From an optimization exercise on the open Yosys and OpenROAD flow, aimed at small area, a short achievable clock period and few clock cycles per item; shortcuts taken in it are not production practice.
In this exercise RTL edits were held to simulation tests only and were not proved equivalent to the original.

## fjord
==> flow/design.v <==
module JAM (
    input CLK,
    input RST,
    output reg [2:0] W,
    output reg [2:0] J,
    input [6:0] Cost,
    output reg [3:0] MatchCount,
    output reg [9:0] MinCost,
    output reg Valid );
localparam [3:0] S_SCAN = 4'd0,   
                 S_WAIT = 4'd1,   
                 S_A0   = 4'd3,   
                 S_ADJ  = 4'd4,   
                 S_PRU  = 4'd5,   
                 S_DINI = 4'd6,   
                 S_DFS  = 4'd7,   
                 S_DONE = 4'd8;
localparam [1:0] T_NONE = 2'd0, T_SCAN = 2'd1, T_ADJ = 2'd2, T_A0 = 2'd3;
reg [3:0]  cs;
reg        fix;           
reg        wz;            
reg        adj_end;
reg        aug;           
reg [7:0]  wv   [0:7];    
reg [7:0]  mv   [0:7];    
reg [2:0]  way  [0:7];    
reg [2:0]  p    [0:7];    
reg [7:0]  mt;            
reg [7:0]  used;          
reg [2:0]  row;           
reg [3:0]  j0;            
reg [6:0]  dl;            
reg [9:0]  base;          
reg [7:0]  best;          
reg [2:0]  j1;            
reg [2:0]  jj;            
reg [1:0]  s1_tag;
reg [9:0]  s1_cb;         
reg [7:0]  s1_w;          
reg [7:0]  s1_corr;       
reg        s1_wb;
reg [2:0]  s1_col;
reg [1:0]  s2_tag;
reg [7:0]  s2_x;          
reg [7:0]  s2_m;
reg [2:0]  s2_col;
integer q;
function [3:0] next_free;
  input [7:0] u;
  input [3:0] from;
  integer n;
  begin
    next_free = 4'd8;
    for (n = 7; n >= 0; n = n - 1)
      if (!u[n] && n >= from) next_free = n;
  end
endfunction
function [2:0] lowest;
  input [7:0] m;
  integer n;
  begin
    lowest = 3'd0;
    for (n = 7; n >= 0; n = n - 1)
      if (m[n]) lowest = n;
  end
endfunction
function [3:0] nf_next;
  input [7:0] m;
  input [2:0] a;
  integer n;
  begin
    nf_next = 4'd8;
    for (n = 7; n >= 0; n = n - 1)
      if (m[n] && n > a) nf_next = n;
  end
endfunction
function [3:0] nf_prev;
  input [7:0] m;
  input [2:0] a;
  integer n;
  begin
    nf_prev = 4'd8;
    for (n = 0; n < 8; n = n + 1)
      if (m[n] && n < a) nf_prev = n;
  end
endfunction
function [9:0] add10c;
  input [9:0] a, b;
  input       cin;
  reg [9:0] p, g, pp, gg, p2, g2;
  integer i, d;
  begin
    p = a ^ b;
    g = a & b;
    g[0] = g[0] | (p[0] & cin);
    pp = p;
    gg = g;
    for (d = 1; d < 10; d = d * 2) begin
      p2 = pp;
      g2 = gg;
      for (i = 0; i < 10; i = i + 1)
        if (i >= d) begin
          g2[i] = gg[i] | (pp[i] & gg[i - d]);
          p2[i] = pp[i] & pp[i - d];
        end
      pp = p2;
      gg = g2;
    end
    add10c = p ^ {gg[8:0], cin};
  end
endfunction
function [9:0] add3c;
  input [9:0] a, b, c;
  input       cin1, cin2;
  begin
    add3c = add10c(a ^ b ^ c, {(a[8:0] & b[8:0]) | (a[8:0] & c[8:0]) | (b[8:0] & c[8:0]), cin1}, cin2);
  end
endfunction
function lt8;
  input [7:0] a, b;
  reg r, e;
  integer i;
  begin
    r = 1'b0;
    e = 1'b1;
    for (i = 7; i >= 0; i = i - 1) begin
      r = r | (e & ~a[i] & b[i]);
      e = e & ~(a[i] ^ b[i]);
    end
    lt8 = r;
  end
endfunction
wire [3:0]  nf_scan  = next_free(fix ? 8'd0 : used, {1'b0, J} + 4'd1);
wire [3:0]  nf_first = next_free(used, 4'd0);
wire [9:0]  corr10 = add10c({3'd0, dl}, {2'b11, ~mv[J]}, 1'b1);
wire [9:0]  base_a0 = add3c({3'd0, dl}, {2'b11, ~wv[J]}, {3'b111, ~Cost}, 1'b1, 1'b1);
wire [9:0]  wnew10 = add10c({2'd0, s1_w}, {2'd0, s1_corr}, 1'b0);
wire [7:0]  wnew = wnew10[7:0];
wire [9:0]  x2   = add3c(s1_cb, {2'd0, s1_w}, {2'd0, s1_corr}, 1'b0, 1'b0);
wire [7:0]  xsat = s2_x[7] ? 8'hff : s2_x;
wire        xlt  = j0[3] | lt8(xsat, s2_m);
wire        xb   = lt8(xsat, best);
wire        mb   = lt8(s2_m, best);
wire        alt  = lt8(s2_x, best);
wire [7:0]  nmv3 = xlt ? xsat : s2_m;
wire        nbst = xlt ? xb : mb;
wire [7:0]  pbit = 8'd1 << p[s2_col];
wire        nlast = (s2_tag == T_SCAN) & nbst;
wire [7:0]  bestf = nlast ? nmv3 : best;
wire [2:0]  j1f   = nlast ? s2_col : j1;
reg  [7:0]  alive, ina;
reg         pchg;         
integer a, b;
always @(*) begin
  for (a = 0; a < 8; a = a + 1) begin
    ina[a] = 1'b0;
    for (b = 0; b < 8; b = b + 1)
      if (b != a) ina[a] = ina[a] | (mv[b][a] & mt[b]);
    alive[a] = mt[a] & ina[a] & |(mv[a] & mt & ~(8'd1 << a));
  end
end
wire [2:0]  dj      = lowest(best);
wire [7:0]  dused_d = used | (8'd1 << dj);
wire [3:0]  lnext   = nf_next(mt, j1);
wire [2:0]  nf_lo   = lowest(mt);
wire [3:0]  lprev   = nf_prev(mt, j1);
wire [2:0]  cprev   = way[lprev[2:0]];
wire [7:0]  dused_b = used & ~(8'd1 << cprev);
wire [7:0]  gtmask  = 8'hfe << cprev;
wire        ddesc   = !lnext[3] && best != 8'd0;
wire [2:0]  ridx    = (cs == S_DINI) ? nf_lo : ddesc ? lnext[2:0] : lprev[2:0];
wire [7:0]  rrow    = mv[ridx];
always @(posedge CLK) begin
  if (s1_tag != T_NONE && s1_wb) wv[s1_col] <= wnew;
end
always @(posedge CLK or posedge RST) begin
  if (RST) begin
    cs <= S_SCAN;
    W <= 3'd0;
    J <= 3'd0;
    row <= 3'd0;
    j0 <= 4'd8;
    used <= 8'd0;
    mt <= 8'd0;
    dl <= 7'd0;
    base <= 10'd0;
    best <= 8'hff;
    fix <= 1'b1;
    wz <= 1'b1;
    aug <= 1'b0;
    adj_end <= 1'b0;
    s1_tag <= T_NONE;
    s2_tag <= T_NONE;
    MinCost <= 10'd0;
    MatchCount <= 4'd0;
    Valid <= 1'b0;
  end else begin
    s1_tag <= T_NONE;
    s1_cb <= add10c({3'd0, Cost}, base, 1'b0);
    s1_w <= wz ? 8'd0 : wv[J];
    s1_corr <= (fix & used[J]) ? corr10[7:0] : 8'd0;
    s1_wb <= (fix & used[J]) | wz;
    s1_col <= J;
    s2_tag <= s1_tag;
    s2_x <= (|x2[9:8]) ? 8'hff : x2[7:0];
    s2_m <= mv[s1_col];
    s2_col <= s1_col;
    if (s2_tag == T_SCAN) begin
      mv[s2_col] <= nmv3;
      if (!j0[3] && xlt) way[s2_col] <= j0[2:0];
      if (nbst) begin
        best <= nmv3;
        j1 <= s2_col;
      end
    end
    if (s2_tag == T_ADJ) begin
      if (s2_col == 3'd0 || alt) begin
        best <= s2_x;
        mt <= pbit;
      end else if (s2_x == best)
        mt <= mt | pbit;
      if (s2_col == 3'd7) begin
        mv[row] <= alt ? pbit :
                   (s2_x == best) ? (mt | pbit) : mt;
        row <= row + 3'd1;
      end
    end
    if (aug) begin
      if (way[jj] == jj) begin
        p[jj] <= row;
        row <= row + 3'd1;
        MinCost <= MinCost + {3'd0, dl};
        aug <= 1'b0;
      end else begin
        p[jj] <= p[way[jj]];
        jj <= way[jj];
      end
    end
    case (cs)
      S_SCAN: begin
        s1_tag <= T_SCAN;
        if (nf_scan[3]) begin
                cs <= S_WAIT;
        end else
          J <= nf_scan[2:0];
      end
      S_WAIT: begin
        if (s1_tag == T_NONE && adj_end) begin
          mt <= 8'hff;
          pchg <= 1'b1;
          cs <= S_PRU;
        end
        else if (s1_tag == T_NONE) begin
          best <= 8'hff;
          dl <= bestf[6:0];
          fix <= 1'b0;
          wz <= 1'b0;
          if (j0[3]) begin
            for (q = 0; q < 8; q = q + 1)
              way[q] <= q;
          end
          if (mt[j1f]) begin
            used <= (fix ? 8'd0 : used) | (8'd1 << j1f);
            j0 <= {1'b0, j1f};
            W <= p[j1f];
            J <= j1f;
            cs <= S_A0;
          end else begin
            if (fix) used <= 8'd0;
            mt[j1f] <= 1'b1;
            jj <= j1f;
            aug <= 1'b1;
            fix <= 1'b1;
            j0 <= 4'd8;
            base <= 10'd0;
            J <= 3'd0;
            if (row == 3'd7) begin
              W <= 3'd0;
              cs <= S_ADJ;
            end else begin
              W <= row + 3'd1;
              cs <= S_SCAN;
            end
          end
        end
      end
      S_A0: begin
        base <= base_a0;
        J <= nf_first[2:0];
        cs <= S_SCAN;
      end
      S_ADJ: if (!aug) begin
        s1_tag <= T_ADJ;
        J <= J + 3'd1;
        if (J == 3'd7) begin
          W <= W + 3'd1;
          fix <= 1'b0;
          if (W == 3'd7) begin
            adj_end <= 1'b1;
                    cs <= S_WAIT;
          end
        end
      end
      S_PRU: begin
        mt <= alive;
        used <= ~alive;
        pchg <= |(mt & ~alive);
        if (!pchg) begin
          MatchCount <= 4'd1;
          if (mt == 8'd0) begin
            Valid <= 1'b1;
            cs <= S_DONE;
          end else
            cs <= S_DINI;
        end
      end
      S_DINI: begin
        j1 <= nf_lo;
        best <= rrow & ~used;
        MatchCount <= 4'd0;
        cs <= S_DFS;
      end
      S_DFS: begin
        if (!lnext[3] && best != 8'd0) begin
          way[j1] <= dj;
          used <= dused_d;
          best <= rrow & ~dused_d;
          j1 <= lnext[2:0];
        end else begin
          if (lnext[3] && best != 8'd0) MatchCount <= MatchCount + 4'd1;
          if (lprev[3]) begin
            Valid <= 1'b1;
            cs <= S_DONE;
          end else begin
            used <= dused_b;
            best <= rrow & ~dused_b & gtmask;
            j1 <= lprev[2:0];
          end
        end
      end
      default: ;
    endcase
  end
end
endmodule
export LEC_CHECK = 0
export CAP_MARGIN = 20
export CORE_MARGIN = 2
export CORE_UTILIZATION = 40
export SLEW_MARGIN = 20
create_clock -name core_clock -period 4.0 [get_ports {CLK}]
run.sh (not shown) runs the stock make flow with config.mk's settings and CLKGATE_MAP_FILE= SYNTH_SCRIPT=/design/flow/synth_recipe.tcl, a recipe that flattens the netlist after the stock synthesis.
fjord completed; timing, DRC and antenna clean
Testbench counts of fjord, summed over its fixed seeds: cycles 4,584, tables 18.
The inputs of juniper differ from those of fjord as listed below.
diff --git a/flow/design.v b/flow/design.v
--- a/flow/design.v
+++ b/flow/design.v
@@ -14,12 +14,13 @@
                  S_PRU  = 4'd5,   
                  S_DINI = 4'd6,   
                  S_DFS  = 4'd7,   
                  S_DONE = 4'd8;
 localparam [1:0] T_NONE = 2'd0, T_SCAN = 2'd1, T_ADJ = 2'd2, T_A0 = 2'd3;
 reg [3:0]  cs;
+reg [1:0]  dcnt;
 reg        fix;           
 reg        wz;            
 reg        adj_end;
 reg        aug;           
 reg [7:0]  wv   [0:7];    
 reg [7:0]  mv   [0:7];    
@@ -145,22 +146,29 @@
 wire [7:0]  nmv3 = xlt ? xsat : s2_m;
 wire        nbst = xlt ? xb : mb;
 wire [7:0]  pbit = 8'd1 << p[s2_col];
 wire        nlast = (s2_tag == T_SCAN) & nbst;
 wire [7:0]  bestf = nlast ? nmv3 : best;
 wire [2:0]  j1f   = nlast ? s2_col : j1;
-reg  [7:0]  alive, ina;
-reg         pchg;         
+reg  [7:0]  pru  [0:7];
+reg  [7:0]  outd, ind;
+reg         pchg;
 integer a, b;
 always @(*) begin
   for (a = 0; a < 8; a = a + 1) begin
-    ina[a] = 1'b0;
+    outd[a] = |(mv[a] & ~(8'd1 << a));
+    ind[a] = 1'b0;
     for (b = 0; b < 8; b = b + 1)
-      if (b != a) ina[a] = ina[a] | (mv[b][a] & mt[b]);
-    alive[a] = mt[a] & ina[a] & |(mv[a] & mt & ~(8'd1 << a));
+      if (b != a) ind[a] = ind[a] | mv[b][a];
   end
+  pchg = 1'b0;
+  for (a = 0; a < 8; a = a + 1)
+    for (b = 0; b < 8; b = b + 1) begin
+      pru[a][b] = mv[a][b] & ((a == b) | (outd[b] & ind[a]));
+      pchg = pchg | (mv[a][b] & ~pru[a][b]);
+    end
 end
 wire [2:0]  dj      = lowest(best);
 wire [7:0]  dused_d = used | (8'd1 << dj);
 wire [3:0]  lnext   = nf_next(mt, j1);
 wire [2:0]  nf_lo   = lowest(mt);
 wire [3:0]  lprev   = nf_prev(mt, j1);
@@ -173,12 +181,13 @@
 always @(posedge CLK) begin
   if (s1_tag != T_NONE && s1_wb) wv[s1_col] <= wnew;
 end
 always @(posedge CLK or posedge RST) begin
   if (RST) begin
     cs <= S_SCAN;
+    dcnt <= 2'd0;
     W <= 3'd0;
     J <= 3'd0;
     row <= 3'd0;
     j0 <= 4'd8;
     used <= 8'd0;
     mt <= 8'd0;
@@ -237,23 +246,22 @@
       end
     end
     case (cs)
       S_SCAN: begin
         s1_tag <= T_SCAN;
         if (nf_scan[3]) begin
-                cs <= S_WAIT;
+          dcnt <= 2'd0;
+          cs <= S_WAIT;
         end else
           J <= nf_scan[2:0];
       end
       S_WAIT: begin
-        if (s1_tag == T_NONE && adj_end) begin
-          mt <= 8'hff;
-          pchg <= 1'b1;
+        dcnt <= dcnt + 2'd1;
+        if (dcnt == 2'd1 && adj_end)
           cs <= S_PRU;
-        end
-        else if (s1_tag == T_NONE) begin
+        else if (dcnt == 2'd1) begin
           best <= 8'hff;
           dl <= bestf[6:0];
           fix <= 1'b0;
           wz <= 1'b0;
           if (j0[3]) begin
             for (q = 0; q < 8; q = q + 1)
@@ -294,34 +302,33 @@
         J <= J + 3'd1;
         if (J == 3'd7) begin
           W <= W + 3'd1;
           fix <= 1'b0;
           if (W == 3'd7) begin
             adj_end <= 1'b1;
-                    cs <= S_WAIT;
+            dcnt <= 2'd0;
+            cs <= S_WAIT;
           end
         end
       end
       S_PRU: begin
-        mt <= alive;
-        used <= ~alive;
-        pchg <= |(mt & ~alive);
-        if (!pchg) begin
-          MatchCount <= 4'd1;
-          if (mt == 8'd0) begin
-            Valid <= 1'b1;
-            cs <= S_DONE;
-          end else
-            cs <= S_DINI;
-        end
+        for (q = 0; q < 8; q = q + 1)
+          mv[q] <= pru[q];
+        mt <= outd;
+        used <= ~outd;
+        if (!pchg) cs <= S_DINI;
       end
       S_DINI: begin
         j1 <= nf_lo;
         best <= rrow & ~used;
-        MatchCount <= 4'd0;
-        cs <= S_DFS;
+        MatchCount <= (mt == 8'd0) ? 4'd1 : 4'd0;
+        if (mt == 8'd0) begin
+          Valid <= 1'b1;
+          cs <= S_DONE;
+        end else
+          cs <= S_DFS;
       end
       S_DFS: begin
         if (!lnext[3] && best != 8'd0) begin
           way[j1] <= dj;
           used <= dused_d;
           best <= rrow & ~dused_d;
Findings:
Total instance count after detailed placement: higher on juniper
Global-route wire length before repair delta for juniper relative to fjord: 5.2% higher
Comparing worst-path maximum fanout for fjord and juniper, the bigger number came from fjord.
Against fjord, juniper comes in 0.77 points lower on signed area change from the synthesized netlist to the final layout.
Taking fjord as the reference, in juniper synthesized netlist net count climbed about 7%, non-clock buffer area fraction after layout went down.
Compared with fjord, juniper shows worst hold slack across all endpoints higher by 0.040 ns.
Fraction of the yosys area taken by sequential cells for juniper: 1.3 points down relative to fjord
Testbench counts of juniper, summed over its fixed seeds: cycles 4,571, tables 18.

==> afterwards: timing with drivers on the ports <==
The results above use ideal ports. As a check the final layouts listed here were re-extracted and re-timed, cells and wires unchanged. Step 1 sets driving cells, clkbuf_16 on the clock port and buf_2 on the other inputs (assumed; they add their load-dependent delay and slew). Step 2, shift: input delay + t, output delay - t, t = (earliest + latest rising clock arrival at the registers) / 2. This alone moves slack from input paths to output paths. Three values: ideal ports, drivers, drivers and shift; two values: the first two.
run | t (ns) | slack for setup (ns) | hold slack, ns | clock arrival spread, ns | pins driven straight from the clock port
fjord | 0.627 | 0.126 / 0.126 / 0.126 | 0.431 / 0.431 / 0.431 | 0.018 / 0.018 | 1
juniper | 0.641 | 0.179 / 0.179 / 0.179 | 0.471 / 0.471 / 0.471 | 0.025 / 0.025 | 1
After both steps every run listed still meets setup and hold.
